This design comes from an exercise in tuning for small area and a short achievable clock period on the open sky130 flow, not from production work. In this exercise RTL edits were held to simulation tests only and were not proved equivalent to the original. Power and IR drop assume default switching activity.

Design ysyx_23060286_top, start of the top module:
module ysyx_23060286_top (
  input clk,
  input rst,
  input [31:0] inst_wire,
  input [31:0] readdata_wire,
  output [31:0] npc_wire,pc_wire,snpc_wire,rs1data_wire,rs2data_wire,immext_wire,srcb_wire,aluresult_wire,dnpc_wire,result_wire,srca_wire,
  output pcsrc,alusrc,regwrite,zero,jalr,auipc,
  output [1:0] resultsrc,immsrc,
  output [3:0] memwrite,
  output [3:0] alucontrol
);
  wire [6:0] op = inst_wire[6:0];
  wire [2:0] f3 = inst_wire[14:12];
  wire f7 = inst_wire[30];
  wire is_load  = op == 7'd3;
  wire is_store = op == 7'd35;
  wire is_r     = op == 7'd51;
  wire is_br    = op == 7'd99;
  wire is_i     = op == 7'd19;
  wire is_jal   = op == 7'd111;
  wire is_jalr  = op == 7'd103;
  wire is_u     = (op == 7'd23) | (op == 7'd55);    
  wire is_other = ~(is_load | is_store | is_r | is_br | is_i | is_jal | is_jalr | is_u);
  wire jump     = is_jal | is_jalr | is_other;
  wire is_ri    = is_r | is_i;                       
  wire aluop0   = ~(is_ri | is_br | is_u);           
  assign regwrite  = ~(is_store | is_br);
  assign immsrc    = {is_br | is_jal, is_store | is_jal};
  assign alusrc    = ~(is_r | is_br);
  assign resultsrc = {jump, is_load | is_store | is_br};
  assign auipc     = is_u | is_other;
  assign jalr      = is_jalr | is_other;
  wire sub_ri  = is_ri & (f3 == 3'b000) & op[5] & f7;
  wire op_add  = aluop0 | (is_ri & (f3 == 3'b000) & ~(op[5] & f7)) | (is_u & ~op[5]);
  wire op_sub  = is_br | sub_ri;
  wire op_and  = is_ri & (f3 == 3'b111);
  ...
Settings: LEC_CHECK=0, CAP_MARGIN=20, CORE_MARGIN=2, CORE_UTILIZATION=35, CTS_CLUSTER_DIAMETER=100, CTS_CLUSTER_SIZE=20, SETUP_SLACK_MARGIN=2.8, SLEW_MARGIN=20, SYNTH_HIERARCHICAL=1, SYNTH_MINIMUM_KEEP_SIZE=0; clock period 14.0 ns.
standard.sh (not shown) runs the stock make flow with config.mk's settings and CLKGATE_MAP_FILE= SYNTH_SCRIPT=/design/flow/synth_recipe.tcl, a recipe that flattens the netlist after the stock synthesis.
==> flow/flow/run.sh <==
#!/bin/bash
# Standard ORFS layout (the standard.sh), with the port buffers made from
# sky130_fd_sc_hd__buf_2 instead of the flow's default pick (a delay buffer).
set -euo pipefail
export BUFFER_PORTS_ARGS="-buffer_cell sky130_fd_sc_hd__buf_2"
bash standard.sh BUFFER_PORTS_ARGS="$BUFFER_PORTS_ARGS" finish > standard_flow.log 2>&1
==> next run, changes <==
- SETUP_SLACK_MARGIN: 2.8 -> 1.4
Outcome: The changed run ran to the end with no violations; wire length came out lower by a few percent; first-iteration DRC count came out lower by a few percent; critical path depth came out higher by 3; clock-buffer cell count came out lower by 1; utilization came out lower by 2.1 points; final cell count came out lower by a few percent; sequential power hardly moves; final area came out lower by a few percent; total power came out lower slightly.
==> next run, changes <==
- SETUP_SLACK_MARGIN: 1.4 -> 3.8
Wire length climbs by 12%; synthesized cell count does not change; combinational power climbs by about 37%; final area climbs by 16%; core utilization climbs by 6.5 points.
==> next run, changes <==
- SETUP_SLACK_MARGIN: 3.8 -> 2.0
What happened:
- synthesized cell count does not change
- design area shrinks by about 12%
- worst setup slack got worse by 0.31 ns
==> next run, changes <==
- CTS_CLUSTER_DIAMETER: 100 -> default
- CTS_CLUSTER_SIZE: 20 -> default
Result: Power climbs by about 10%. Routed wire length is about the same. Fmax climbs by 0.78%. Cell area climbs by 2.1%. Core utilization climbs by 0.89 points. Register-to-register slack improves by 0.12 ns. Final cell count climbs by about 1.6%. Combinational power barely changes. Via count climbs by 0.42%. Critical path depth stays the same. Global-route usage climbs by 0.18 points.

---

ysyx_23060286_top again, from the RTL that the note above started with.
export LEC_CHECK = 0
export CAP_MARGIN = 20
export CORE_MARGIN = 2
export CORE_UTILIZATION = 35
export CTS_CLUSTER_DIAMETER = 100
export CTS_CLUSTER_SIZE = 20
export SETUP_SLACK_MARGIN = 2.6
export SLEW_MARGIN = 20
export SYNTH_HIERARCHICAL = 1
export SYNTH_MINIMUM_KEEP_SIZE = 0
create_clock -name core_clock -period 14.0 [get_ports {clk}]
Scripts as last shown in full above: flow/flow/run.sh
==> next run, changes <==
- SETUP_SLACK_MARGIN: 2.6 -> 3.2
Result:
- The changed run finished clean
- synthesized cell count does not change
- power came out higher by about 4%
- routed wire length increases by about 5.4%
- setup slack improves by 0.23 ns

[re-timing with driven ports]
The results above use ideal ports. As a check the final layouts listed here were re-extracted and re-timed, cells and wires unchanged.
Step 1, drivers: a clkbuf_16 drives clk and a buf_2 each remaining input, both assumed.
Step 2 moves the port delays by t, midway between the first and last clock arrival at a register: inputs arrive t later, outputs are due t later. That takes back most of the time a late clock gives input paths.
Three values: ideal ports, drivers, drivers and shift; two values: the first two.
| run | shift t [ns] | setup WS [ns] | worst setup path at the end | cell pins on the clock port's net |
|---|---|---|---|---|
| the first run of note 1 | 0.804 | 2.615 / 2.405 / 2.405 | input to output | 1 |
| the second run of note 1 | 0.793 | 1.403 / 1.373 / 1.373 | input to output | 1 |
| the third run of note 1 | 0.782 | 2.160 / 2.026 / 1.522 | input to register | 1 |
| the fourth run of note 1 | 0.782 | 1.852 / 1.733 / 1.733 | input to output | 1 |
| the fifth run of note 1 | 0.816 | 1.946 / 1.796 / 1.796 | input to output | 1 |
| the first run of note 2 | 0.814 | 2.453 / 2.302 / 2.302 | input to output | 1 |
| the second run of note 2 | 0.786 | 2.681 / 2.493 / 2.493 | input to output | 1 |
After both steps setup and hold are still met in every run listed. The setup slack of the third run of note 1, which loses most, moves by -0.134 ns with the drivers and by -0.638 ns with both steps.
